Context: an optimization exercise on an open-source flow, tuned for a short achievable clock period and few clock cycles. The choices shown serve that exercise and are no tape-out recipe. The RTL was checked by simulation tests, not by an equivalence proof against the original design. Power and IR drop assume default switching activity.

// mp2
module mp2
(
    input clk,
    input rst,
    input mem_resp,
    input logic [31:0] mem_rdata,
    output logic mem_read,
    output logic mem_write,
    output logic [3:0] mem_byte_enable,
    output logic [31:0] mem_address,
    output logic [31:0] mem_wdata
);
localparam int IW = 6;                  
localparam int NL = 1 << IW;
localparam int TW = 30 - IW;            
localparam int DW = 5;                  
localparam int DN = 1 << DW;
localparam int DT = 30 - DW;
localparam int PD = 48;                 
localparam logic [2:0] S_W = 3'd0;      
localparam logic [2:0] S_X = 3'd1;      
localparam logic [2:0] S_M = 3'd2;      
localparam logic [2:0] S_D = 3'd3;      
localparam logic [2:0] S_J = 3'd4;      
localparam logic [2:0] S_S = 3'd5;      
logic [2:0]  state;
logic [31:0] pc;         
logic [31:0] la;         
logic [31:0] la4;        
logic        hl;         
logic [31:0] nw;         
logic [31:0] bt;         
logic [31:0] bt4;        
logic [31:0] ddat;       
logic [DT-1:0] dtag;     
logic        dval;       
logic        dbad;       
logic [31:0] pf;         
logic        pf_ok;      
logic        pf_new;     
logic        pk;         
logic [31:0] ir;
logic [31:0] opa, opb;
logic [31:0] opbi;       
logic        a_sub;      
logic        a_sra;      
logic [7:0]  a_sel;      
logic [2:0]  w_sel;      
logic [31:0] rf [1:31];
logic [2:0]  ld_f3;
  ...
==> flow/config.mk <==
export PLATFORM = sky130hd
export DESIGN_NAME = mp2
export DESIGN_NICKNAME = mp2
export VERILOG_FILES = /design/flow/design.v
export SDC_FILE = /design/flow/constraint.sdc
export NUM_CORES = 4
export LEC_CHECK = 0
export ABC_CLOCK_PERIOD_IN_PS = 3000
export CAP_MARGIN = 20
export CELL_PAD_IN_SITES_DETAIL_PLACEMENT = 1
export CELL_PAD_IN_SITES_GLOBAL_PLACEMENT = 2
export CORE_MARGIN = 2
export CORE_UTILIZATION = 30
export PLACE_DENSITY = 0.45
export SLEW_MARGIN = 20
export TNS_END_PERCENT = 10
==> flow/constraint.sdc <==
create_clock -name core_clock -period 11.0 [get_ports {clk}]
set_input_delay 2.2000 -clock core_clock [delete_from_list [all_inputs] [get_ports {clk}]]
set_output_delay 2.2000 -clock core_clock [all_outputs]
set_load 0.01 [all_outputs]
standard.sh (not shown) runs the stock make flow with config.mk's settings and CLKGATE_MAP_FILE= SYNTH_SCRIPT=/design/flow/synth_recipe.tcl, a recipe that flattens the netlist after the stock synthesis.
==> flow/flow/run.sh <==
#!/bin/bash
# The standard layout (standard.sh: the standard synthesis and ORFS steps,
# with the design's SDC unchanged), except that timing repair aims for
# SETUP_SLACK_MARGIN ns of setup slack, more than config.mk may ask for.
# make's output goes to flow.log; each ORFS step logs under orfs/logs/.
set -euo pipefail
bash standard.sh SETUP_SLACK_MARGIN=7 finish > flow.log 2>&1
Testbench counts at the start, summed over its fixed seeds: cycles 16,077.
Change:
--- a/flow/design.v
+++ b/flow/design.v
@@ -130,18 +130,15 @@
 logic [31:0] pc;         
 logic [31:0] la;         
 logic [31:0] la4;        
 logic        hl;         
 logic [31:0] nw;         
 logic [31:0] bt;         
 logic [31:0] bt4;        
-logic [31:0] ddat;       
-logic [DT-1:0] dtag;     
-logic        dval;       
-logic        dbad;       
+logic        dmh;        
 logic [31:0] pf;         
 logic        pf_ok;      
 logic        pf_new;     
 logic        pk;         
 logic [31:0] ir;
 logic [31:0] opa, opb;
 logic [31:0] opbi;       
@@ -189,30 +186,32 @@
                             : cv[bt_i] && ct[bt_i] == bt[31:IW+2];
 wire [31:0]   bt_w   = bt_f ? mem_rdata : cd[bt_i];
 wire          la_f   = fetch_resp && fa_idx == la[IW+1:2];
 logic [31:0]   dd [DN];
 logic [DT-1:0] dt [DN];
 logic [DN-1:0] dv;
 wire [DW-1:0] dm_idx = mem_address[DW+1:2];
-wire          dhit   = dval && (dtag == da[31:DW+2]) && ~mem_write && ~dbad;
+wire [DW-1:0] da_idx = da[DW+1:2];
+wire [31:0]   ddat   = dd[da_idx];
+wire          dhit   = dv[da_idx] && (dt[da_idx] == da[31:DW+2]) && ~mem_write;
 always_ff @(posedge clk)
-    if (state == S_X)
-        dbad <= data_resp & mem_write;
-    else if (data_resp & mem_write)
-        dbad <= 1'b1;
+    dmh <= dv[dm_idx] && (dt[dm_idx] == mem_address[31:DW+2]);
 always_ff @(posedge clk) begin
     if (rst)
         dv <= '0;
-    else if (data_resp)
-        dv[dm_idx] <= mem_read;
+    else if (data_resp && mem_read)
+        dv[dm_idx] <= 1'b1;
 end
 always_ff @(posedge clk) begin
     if (data_resp && mem_read) begin
         dd[dm_idx] <= mem_rdata;
         dt[dm_idx] <= mem_address[31:DW+2];
+    end else if (data_resp && mem_write && dmh) begin
+        for (int i = 0; i < 4; i++)
+            if (mem_byte_enable[i]) dd[dm_idx][8*i +: 8] <= mem_wdata[8*i +: 8];
     end
 end
 wire [6:0] opc = ir[6:0];
 wire [2:0] f3  = ir[14:12];
 wire [4:0] rd  = ir[11:7];
 wire op_lui   = (opc == 7'b0110111);
 wire op_auipc = (opc == 7'b0010111);
@@ -222,23 +221,18 @@
 wire op_load  = (opc == 7'b0000011);
 wire op_store = (opc == 7'b0100011);
 wire op_imm   = (opc == 7'b0010011);
 wire op_reg   = (opc == 7'b0110011);
 wire [31:0] i_imm = {{21{ir[31]}}, ir[30:20]};
 wire [31:0] s_imm = {{21{ir[31]}}, ir[30:25], ir[11:7]};
 wire [31:0] u_imm = {ir[31:12], 12'h000};
-wire [DW+1:0] x_lo = opa[DW+1:0] + i_imm[DW+1:0];
-always_ff @(posedge clk)
-    if (state == S_X) begin
-        ddat <= dd[x_lo[DW+1:2]];
-        dtag <= dt[x_lo[DW+1:2]];
-        dval <= dv[x_lo[DW+1:2]];
-    end
 wire [31:0] agen  = opa + (op_store ? s_imm : i_imm);
 wire [31:0] jr    = {agen[31:1], 1'b0};
+wire [31:0] jr4s  = opa + (i_imm + 32'd4);
+wire [31:0] jr4   = {jr4s[31:1], 1'b0};
 wire [31:0] alu_b = opbi;
 wire [31:0] alu_sum = opa + (a_sub ? ~alu_b : alu_b) + {31'b0, a_sub};
 wire [31:0] alu_r = ({32{a_sel[0]}} & alu_sum)
                   | ({32{a_sel[1]}} & (opa << alu_b[4:0]))
                   | ({32{a_sel[2]}} & {31'b0, $signed(opa) < $signed(alu_b)})
                   | ({32{a_sel[3]}} & {31'b0, opa < alu_b})
                   | ({32{a_sel[4]}} & (opa ^ alu_b))
@@ -329,14 +323,15 @@
 wire [13:0] bt4_lo = {1'b0, la4[12:0]} + {1'b0, w_bimm};
 wire [18:0] la_hi  = la[31:13];
 wire [18:0] la4_hi = la4[31:13];
 wire [18:0] bt_hi  = (w_in[31] == bt_lo[13])  ? la_hi  : w_in[31] ? la_hi - 19'd1  : la_hi + 19'd1;
 wire [18:0] bt4_hi = (w_in[31] == bt4_lo[13]) ? la4_hi : w_in[31] ? la4_hi - 19'd1 : la4_hi + 19'd1;
 wire [31:0] j_imm = {{12{ir[31]}}, ir[19:12], ir[20], ir[30:21], 1'b0};
 wire [31:0] jt    = pc + j_imm;
+wire [31:0] jt4   = la + j_imm;
 always_ff @(posedge clk) begin
     ir  <= w_in;
     opa <= rd_a;
     opb <= rd_b;
     opbi  <= w_in[5] ? rd_b : {{21{w_in[31]}}, w_in[30:20]};
     a_sub <= w_in[5] & w_in[30];
     a_sra <= w_in[30];
@@ -373,16 +368,22 @@
             unique case (state)
                 S_W: ;
                 S_X: begin
                     if (op_load) begin
                         state <= S_D;
                     end else if (op_store) begin
                         state <= free_next ? S_W : S_S;
-                    end else if (op_jalr | op_jal) begin
-                        state <= S_J;      
+                    end else if (op_jalr) begin
+                        state <= S_J;
+                        la    <= jr;
+                        la4   <= jr4;
+                    end else if (op_jal) begin
+                        state <= S_J;
+                        la    <= jt;
+                        la4   <= jt4;
                     end else begin
                         state <= S_W;
                         if (x_redir) begin
                             la  <= bt;
                             la4 <= bt4;
                             hl  <= bt_hit;
                             nw  <= bt_w;
@@ -390,16 +391,14 @@
                     end
                 end
                 S_M: if (data_resp) state <= S_W;
                 S_D: if (dhit) state <= S_W; else if (free_next) state <= S_M;
                 S_S: if (free_next) state <= S_W;
                 S_J: begin
                     state <= S_W;
-                    la    <= bt;
-                    la4   <= bt + 32'd4;
                     hl    <= bt_hit;
                     nw    <= bt_w;
                 end
                 default: state <= S_W;
             endcase
         end
     end
Effect:
- The new run produced a clean layout
- first-iteration DRC count drops by a few percent
- utilization barely changes
- cell area climbs by a few percent
- non-clock buffer count drops by 26
- combinational power drops by about a fifth
- global-route usage drops by 0.28 points
- clock skew climbs by 0.014 ns
- final cell count climbs by a few percent
- clock-buffer cell count drops by 40
- die area climbs by a few percent
- register-to-register slack got worse by 0.10 ns
- clock power climbs by a few percent
- sequential share of layout area drops by 1.8 points
Testbench counts after the change, summed over its fixed seeds: cycles 16,013.

## what the ideal ports hide
How much do the figures lean on ideal ports? The routed layouts below were timed once more, with nothing changed but the port constraints.
Step 1: set_driving_cell puts a clkbuf_16 on clk and a buf_2 on each other input, an assumption about the parent block.
Step 2 also shifts input and output timing later by t, the mid clock arrival at the registers, as if the neighbouring blocks saw the same clock.
Slacks: no drivers / after step 1 / after step 2; pairs: no drivers / after step 1.
run	t (ns)	slack for setup (ns)	worst hold slack (ns)	slew at the worst register clock pin (ns)	worst slew at a driven data input, ns
the first run	1.318	6.330 / 6.330 / 5.108	0.375 / 0.375 / 0.375	0.07 / 0.07	0.38
the second run	1.344	6.226 / 6.085 / 4.925	0.465 / 0.465 / 0.465	0.07 / 0.07	0.24
After both steps setup and hold are still met in every run listed. The setup slack of the second run, which loses most, moves by -0.141 ns with the drivers and by -1.301 ns with both steps.
